Background: an optimization exercise with open tools, aiming at small area and a short achievable clock period. Do not read the settings as production practice. Where RTL was checked, it was by simulation tests only, not by an equivalence proof against the original.

== main ==
Design fp16MAC, start of the top module:
module fp16MAC(a, b, acc, CLK, RESETn);
	input [15:0] a, b;
	input CLK, RESETn;
	output reg [15:0] acc;
	wire        pre_s;
	wire [4:0]  pre_e;
	wire [1:0]  pre_c;
	fm_mul_pre u_pre(.a(a), .b(b), .s(pre_s), .e(pre_e), .c(pre_c));
	reg        in_s;
	reg [1:0]  in_c;
	reg [4:0]  in_e;
	reg [9:0]  in_ma, in_mb;
	wire [12:0] mul_m;
	wire        mul_st;
	fm_mul_prod u_prod(.ma(in_ma), .mb(in_mb), .m(mul_m), .st(mul_st));
	reg        md_s;
	reg [1:0]  md_c;
	reg [4:0]  md_e;
	reg [12:0] md_m;
	reg        md_st;
	wire [15:0] prod_w;
	fm_mul_round u_rnd(.s(md_s), .e(md_e), .c(md_c), .m(md_m), .st(md_st), .p(prod_w));
	reg [15:0] prod;
	wire [15:0] sum_w;
	fm_add u_add(.A(acc), .B(prod), .Y(sum_w));
	always @(posedge CLK, negedge RESETn) begin
		if (!RESETn) begin
			in_s <= 1'b0;
			in_c <= 2'd0;
			md_s <= 1'b0;
			md_c <= 2'd0;
			prod <= 16'd0;
			acc  <= 16'd0;
		end else begin
			in_s <= pre_s;
			in_c <= pre_c;
			md_s <= in_s;
			md_c <= in_c;
			prod <= prod_w;
			acc  <= sum_w;
		end
	end
	always @(posedge CLK) begin
		in_e  <= pre_e;
		in_ma <= a[9:0];
		in_mb <= b[9:0];
		md_e  <= in_e;
		md_m  <= mul_m;
		md_st <= mul_st;
	end
endmodule
For scale: roughly 1500 cells after synthesis, ~82 flip-flops, ~50 I/O pins, roughly 10000 um^2 of cells after synthesis.
==> module fm_add, before the edit <==
module fm_add(A, B, Y);
	input  [15:0] A, B;
	output [15:0] Y;
	wire       sA = A[15], sB = B[15];
	wire [4:0] eA = A[14:10], eB = B[14:10];
	wire [9:0] mA = A[9:0],   mB = B[9:0];
	wire zA  = ~|eA;
	wire zB  = ~|eB;
	wire iA  = &eA;
	wire iB  = &eB;
	wire nan = (iA & |mA) | (iB & |mB);
	wire sub = sA ^ sB;
	wire [4:0] dab, dba;
	wire       cab, cba;
	fm_sk #(5) u_dab(.a(eA), .b(~eB), .cin(1'b1), .sum(dab), .cout(cab));    
	fm_sk #(5) u_dba(.a(eB), .b(~eA), .cin(1'b1), .sum(dba), .cout(cba));    
	wire [9:0] mdum;
	wire       cm;
	fm_sk #(10) u_mc(.a(mA), .b(~mB), .cin(1'b1), .sum(mdum), .cout(cm));    
	wire       d0   = cab & cba;
	wire       ge   = cab;                       
	wire       gm   = cab & (~cba | cm);         
	wire [4:0] d    = ge ? dab : dba;
	wire [4:0] emax = ge ? eA : eB;
	wire [10:0] Mbig = gm ? {1'b1, mA} : {1'b1, mB};
	wire [10:0] Msm  = gm ? {1'b1, mB} : {1'b1, mA};
	wire        sbig = gm ? sA : sB;
	wire [21:0] yal = {Msm, 11'b0} >> d;
	wire        st8 = |yal[8:0];
	wire        st9 = st8 | yal[9];
	wire        st10 = st9 | yal[10];
	wire [11:0] H;
	wire        Hc;
	fm_sk #(12) u_h(.a({1'b0, Mbig}), .b({12{sub}} ^ {1'b0, yal[21:11]}), .cin(sub & ~st10), .sum(H), .cout(Hc));
	wire        R10 = yal[10] ^ (sub & st9);
	wire        R9  = yal[9]  ^ (sub & st8);
	wire        n0 = H[11];
	wire        n1 = ~H[11] & H[10];
	wire        n2 = ~H[11] & ~H[10];
	wire [10:0] fk = ({11{n0}} & H[11:1]) | ({11{n1}} & H[10:0]) | ({11{n2}} & {H[9:0], R10});
	wire        fr = (n0 & H[0]) | (n1 & R10) | (n2 & R9);
	wire        fg = (n0 & H[1]) | (n1 & H[0]) | (n2 & R10);
	wire        fs = (n0 & st10) | (n1 & st9) | (n2 & st8);
	wire        fup = fr & (fg | fs);
	wire [10:0] fkp;
	wire        fov;
	fm_inc #(11) u_fi(.a(fk), .inc(fup), .sum(fkp), .cout(fov));
	wire [4:0]  emp1, emp2, emm1;
	wire        dc0, dc1, dc2;
	fm_inc #(5) u_e1(.a(emax), .inc(1'b1), .sum(emp1), .cout(dc0));
	fm_inc #(5) u_e2(.a(emp1), .inc(1'b1), .sum(emp2), .cout(dc1));
	fm_sk  #(5) u_e3(.a(emax), .b(5'b11111), .cin(1'b0), .sum(emm1), .cout(dc2));
	wire [4:0]  fe = n0 ? (fov ? emp2 : emp1) :
	                 n1 ? (fov ? emp1 : emax) :
	                      (fov ? emax : emm1);
	wire [14:0] far_mag = {fe, fkp[9:0]};
	wire [11:0] T = {H[10:0], R10};
	reg [3:0] lz;
	always @(*) begin
		casez (T[10:0])
			11'b1??????????: lz = 4'd0;
			11'b01?????????: lz = 4'd1;
			11'b001????????: lz = 4'd2;
			11'b0001???????: lz = 4'd3;
			11'b00001??????: lz = 4'd4;
			11'b000001?????: lz = 4'd5;
			11'b0000001????: lz = 4'd6;
			11'b00000001???: lz = 4'd7;
			11'b000000001??: lz = 4'd8;
			default:         lz = 4'd9;
		endcase
	end
	wire [10:0] V  = T[10:0] << lz;
	wire [4:0]  en;
	wire        enc;
	fm_sk #(5) u_en(.a(emax), .b(~{1'b0, lz}), .cin(1'b0), .sum(en), .cout(enc));    
	wire        nv = V[10];
	wire [15:0] near_res = nv ? {sbig, en, V[9:0]} : {6'b0, V[9:0]};
	wire        near_sel = sub & (d0 | ((d == 5'd1) & ~T[11]));
	wire [15:0] normal = near_sel ? near_res : {sbig, far_mag};
	assign Y = nan ? 16'h7c01 :
	           zA  ? B :
	           zB  ? A :
	           (iA | iB) ? (sub ? 16'h7c01 : {sA, 15'h7c00}) :
	           normal;
endmodule
==> flow/config.mk <==
export PLATFORM = sky130hd
export DESIGN_NAME = fp16MAC
export DESIGN_NICKNAME = fp16MAC
export VERILOG_FILES = /design/flow/design.v
export SDC_FILE = /design/flow/constraint.sdc
export NUM_CORES = 4
export LEC_CHECK = 0
export ABC_AREA = 1
export CAP_MARGIN = 20
export CORE_MARGIN = 2
export CORE_UTILIZATION = 55
export SLEW_MARGIN = 20
export SYNTH_HIERARCHICAL = 1
==> flow/constraint.sdc <==
create_clock -name core_clock -period 15.5 [get_ports {CLK}]
set_input_delay 3.1000 -clock core_clock [delete_from_list [all_inputs] [get_ports {CLK}]]
set_output_delay 3.1000 -clock core_clock [all_outputs]
set_load 0.01 [all_outputs]
standard.sh (not shown) runs the stock make flow with config.mk's settings and CLKGATE_MAP_FILE= SYNTH_SCRIPT=/design/flow/synth_recipe.tcl, a recipe that flattens the netlist after the stock synthesis.
==> flow/flow/run.sh <==
#!/bin/bash
# Own flow: the standard layout (standard.sh, unchanged ORFS scripts and
# settings) with its own synthesis script, flow/own_synth.tcl (see there).
# Floorplan, power grid, placement, clock tree and routing are the standard
# flow's.  Each make step writes its full log under orfs/logs/; the make
# output itself goes to standard.log here.
set -euo pipefail
sed -E "s#SYNTH_SCRIPT=[^ ]+#SYNTH_SCRIPT=$PWD/flow/own_synth.tcl SETUP_SLACK_MARGIN=9.8#" standard.sh > own_standard.sh
grep -q "SYNTH_SCRIPT=$PWD/flow/own_synth.tcl" own_standard.sh
bash own_standard.sh > standard.log 2>&1
==> flow/flow/abc_area.script <==
strash
dch
amap
topo
stime -c
buffer -c
upsize -c
dnsize -c
==> flow/flow/abc_fast.script <==
strash
balance
rewrite
refactor
balance
rewrite -z
refactor -z
balance
rewrite -z
refactor -z
balance
dch
map -B 0.9
topo
stime -c
buffer -c
upsize -c
dnsize -c
==> flow/flow/own_synth.tcl <==
set own_dir [file dirname [file normalize [info script]]]
proc synth {args} {
  if {[lsearch -exact $args "fine:"] >= 0} {
    yosys synth -nofsm -noshare -noabc {*}$args
  } else {
    yosys synth -nofsm -noshare {*}$args
  }
}
proc extract_fa {args} { yosys extract_fa {*}$args fm_mul_prod }
proc keep_hierarchy {args} {
  foreach m {fm_add fm_mul_prod fm_mul_round} { yosys setattr -mod -set keep_hierarchy 1 $m }
}
proc abc {args} {
  global own_dir
  set i [expr {[lsearch -exact $args -script] + 1}]
  yosys abc {*}[lreplace $args $i $i $own_dir/abc_fast.script] fm_add
  yosys abc {*}[lreplace $args $i $i $own_dir/abc_area.script] fm_mul_prod fm_mul_round fp16MAC
}
source $::env(SCRIPTS_DIR)/synth.tcl
# left out here: clear keep_hierarchy, flatten, clean up, hide names made inside functions, write 1_2_yosys.v
#### Input delta (the feature branch over main)
==> flow/design.v, changed modules only <==
module fm_add(A, B, Y);
	input  [15:0] A, B;
	output [15:0] Y;
	wire       sA = A[15], sB = B[15];
	wire [4:0] eA = A[14:10], eB = B[14:10];
	wire [9:0] mA = A[9:0],   mB = B[9:0];
	wire zA  = ~|eA;
	wire zB  = ~|eB;
	wire iA  = &eA;
	wire iB  = &eB;
	wire nan = (iA & |mA) | (iB & |mB);
	wire sub = sA ^ sB;
	wire [4:0] dab, dba;
	wire       cab, cba;
	fm_sk #(5) u_dab(.a(eA), .b(~eB), .cin(1'b1), .sum(dab), .cout(cab));    
	fm_sk #(5) u_dba(.a(eB), .b(~eA), .cin(1'b1), .sum(dba), .cout(cba));    
	wire [9:0] mdum;
	wire       cm;
	fm_sk #(10) u_mc(.a(mA), .b(~mB), .cin(1'b1), .sum(mdum), .cout(cm));    
	wire       d0   = cab & cba;
	wire       ge   = cab;                       
	wire       zz   = zA | zB;
	wire       gm   = cab & (~cba | cm) & ~zA;   
	wire [4:0] d    = ge ? dab : dba;
	wire [4:0] emax = ge ? eA : eB;
	wire [10:0] Mbig = gm ? {1'b1, mA} : {1'b1, mB};
	wire [10:0] Msm  = zz ? 11'd0 : gm ? {1'b1, mB} : {1'b1, mA};
	wire        sbig = gm ? sA : sB;
	wire [21:0] yal = {Msm, 11'b0} >> d;
	wire        st8 = |yal[8:0];
	wire        st9 = st8 | yal[9];
	wire        st10 = st9 | yal[10];
	wire [11:0] H;
	wire        Hc;
	fm_sk #(12) u_h(.a({1'b0, Mbig}), .b({12{sub}} ^ {1'b0, yal[21:11]}), .cin(sub & ~st10), .sum(H), .cout(Hc));
	wire        R10 = yal[10] ^ (sub & st9);
	wire        R9  = yal[9]  ^ (sub & st8);
	wire        n0 = H[11];
	wire        n1 = ~H[11] & H[10];
	wire        n2 = ~H[11] & ~H[10];
	wire [10:0] fk = ({11{n0}} & H[11:1]) | ({11{n1}} & H[10:0]) | ({11{n2}} & {H[9:0], R10});
	wire        fr = (n0 & H[0]) | (n1 & R10) | (n2 & R9);
	wire        fg = (n0 & H[1]) | (n1 & H[0]) | (n2 & R10);
	wire        fs = (n0 & st10) | (n1 & st9) | (n2 & st8);
	wire        fup = fr & (fg | fs);
	wire [10:0] fkp;
	wire        fov;
	fm_inc #(11) u_fi(.a(fk), .inc(fup), .sum(fkp), .cout(fov));
	wire [4:0]  emp1, emp2, emm1;
	wire        dc0, dc1, dc2;
	fm_inc #(5) u_e1(.a(emax), .inc(1'b1), .sum(emp1), .cout(dc0));
	fm_inc #(5) u_e2(.a(emp1), .inc(1'b1), .sum(emp2), .cout(dc1));
	fm_sk  #(5) u_e3(.a(emax), .b(5'b11111), .cin(1'b0), .sum(emm1), .cout(dc2));
	wire [4:0]  fe = n0 ? (fov ? emp2 : emp1) :
	                 n1 ? (fov ? emp1 : emax) :
	                      (fov ? emax : emm1);
	wire [14:0] far_mag = {fe, fkp[9:0]};
	wire [11:0] T = {H[10:0], R10};
	reg [3:0] lz;
	always @(*) begin
		casez (T[10:0])
			11'b1??????????: lz = 4'd0;
			11'b01?????????: lz = 4'd1;
			11'b001????????: lz = 4'd2;
			11'b0001???????: lz = 4'd3;
			11'b00001??????: lz = 4'd4;
			11'b000001?????: lz = 4'd5;
			11'b0000001????: lz = 4'd6;
			11'b00000001???: lz = 4'd7;
			11'b000000001??: lz = 4'd8;
			default:         lz = 4'd9;
		endcase
	end
	wire [10:0] V  = T[10:0] << lz;
	wire [4:0]  en;
	wire        enc;
	fm_sk #(5) u_en(.a(emax), .b(~{1'b0, lz}), .cin(1'b0), .sum(en), .cout(enc));    
	wire        nv = V[10];
	wire [15:0] near_res = nv ? {sbig, en, V[9:0]} : {6'b0, V[9:0]};
	wire        near_sel = sub & ~zz & (d0 | ((d == 5'd1) & ~T[11]));
	wire [15:0] normal = near_sel ? near_res : {sbig, far_mag};
	assign Y = nan ? 16'h7c01 :
	           ((iA | iB) & ~zz) ? (sub ? 16'h7c01 : {sA, 15'h7c00}) :
	           normal;
endmodule
==> results.txt <==
Relative to main, synthesized cell count has decreased by 30 in the feature branch.
Side by side, mean number of vias per cell turned out lower in the feature branch than in main.
Going from main to the feature branch, total non-filler cell area in the finished layout grew slightly.
After detailed routing, main needs more wire than the feature branch.
Looking at main and the feature branch, the area after synthesis is a wash.
Relative to main, the feature branch improves first-pass GRT wire length.
For the feature branch, only the layout was checked, not whether the RTL still works.

==> port drivers added, routing unchanged <==
In the flow no input, the clock included, has a driving cell. The finished layouts below were timed again as built, in two steps.
Step 1 assumes that a clkbuf_16 drives the clock port and a buf_2 every other input.
Step 2 times the ports against the registers' clock, not the clock port: input delays grow and output delays shrink by t, the midpoint of the rising clock arrivals with the driver on.
Three values: ideal, step 1, step 2; two values: the first two.
run | shift t [ns] | setup slack, ns | clock arrival spread, ns | pins driven straight from the clock port
main | 0.381 | 10.224 / 10.224 / 10.224 | 0.010 / 0.009 | 1
the feature branch | 0.371 | 10.109 / 10.109 / 10.109 | 0.012 / 0.012 | 1
After both steps setup and hold are still met in every run listed.
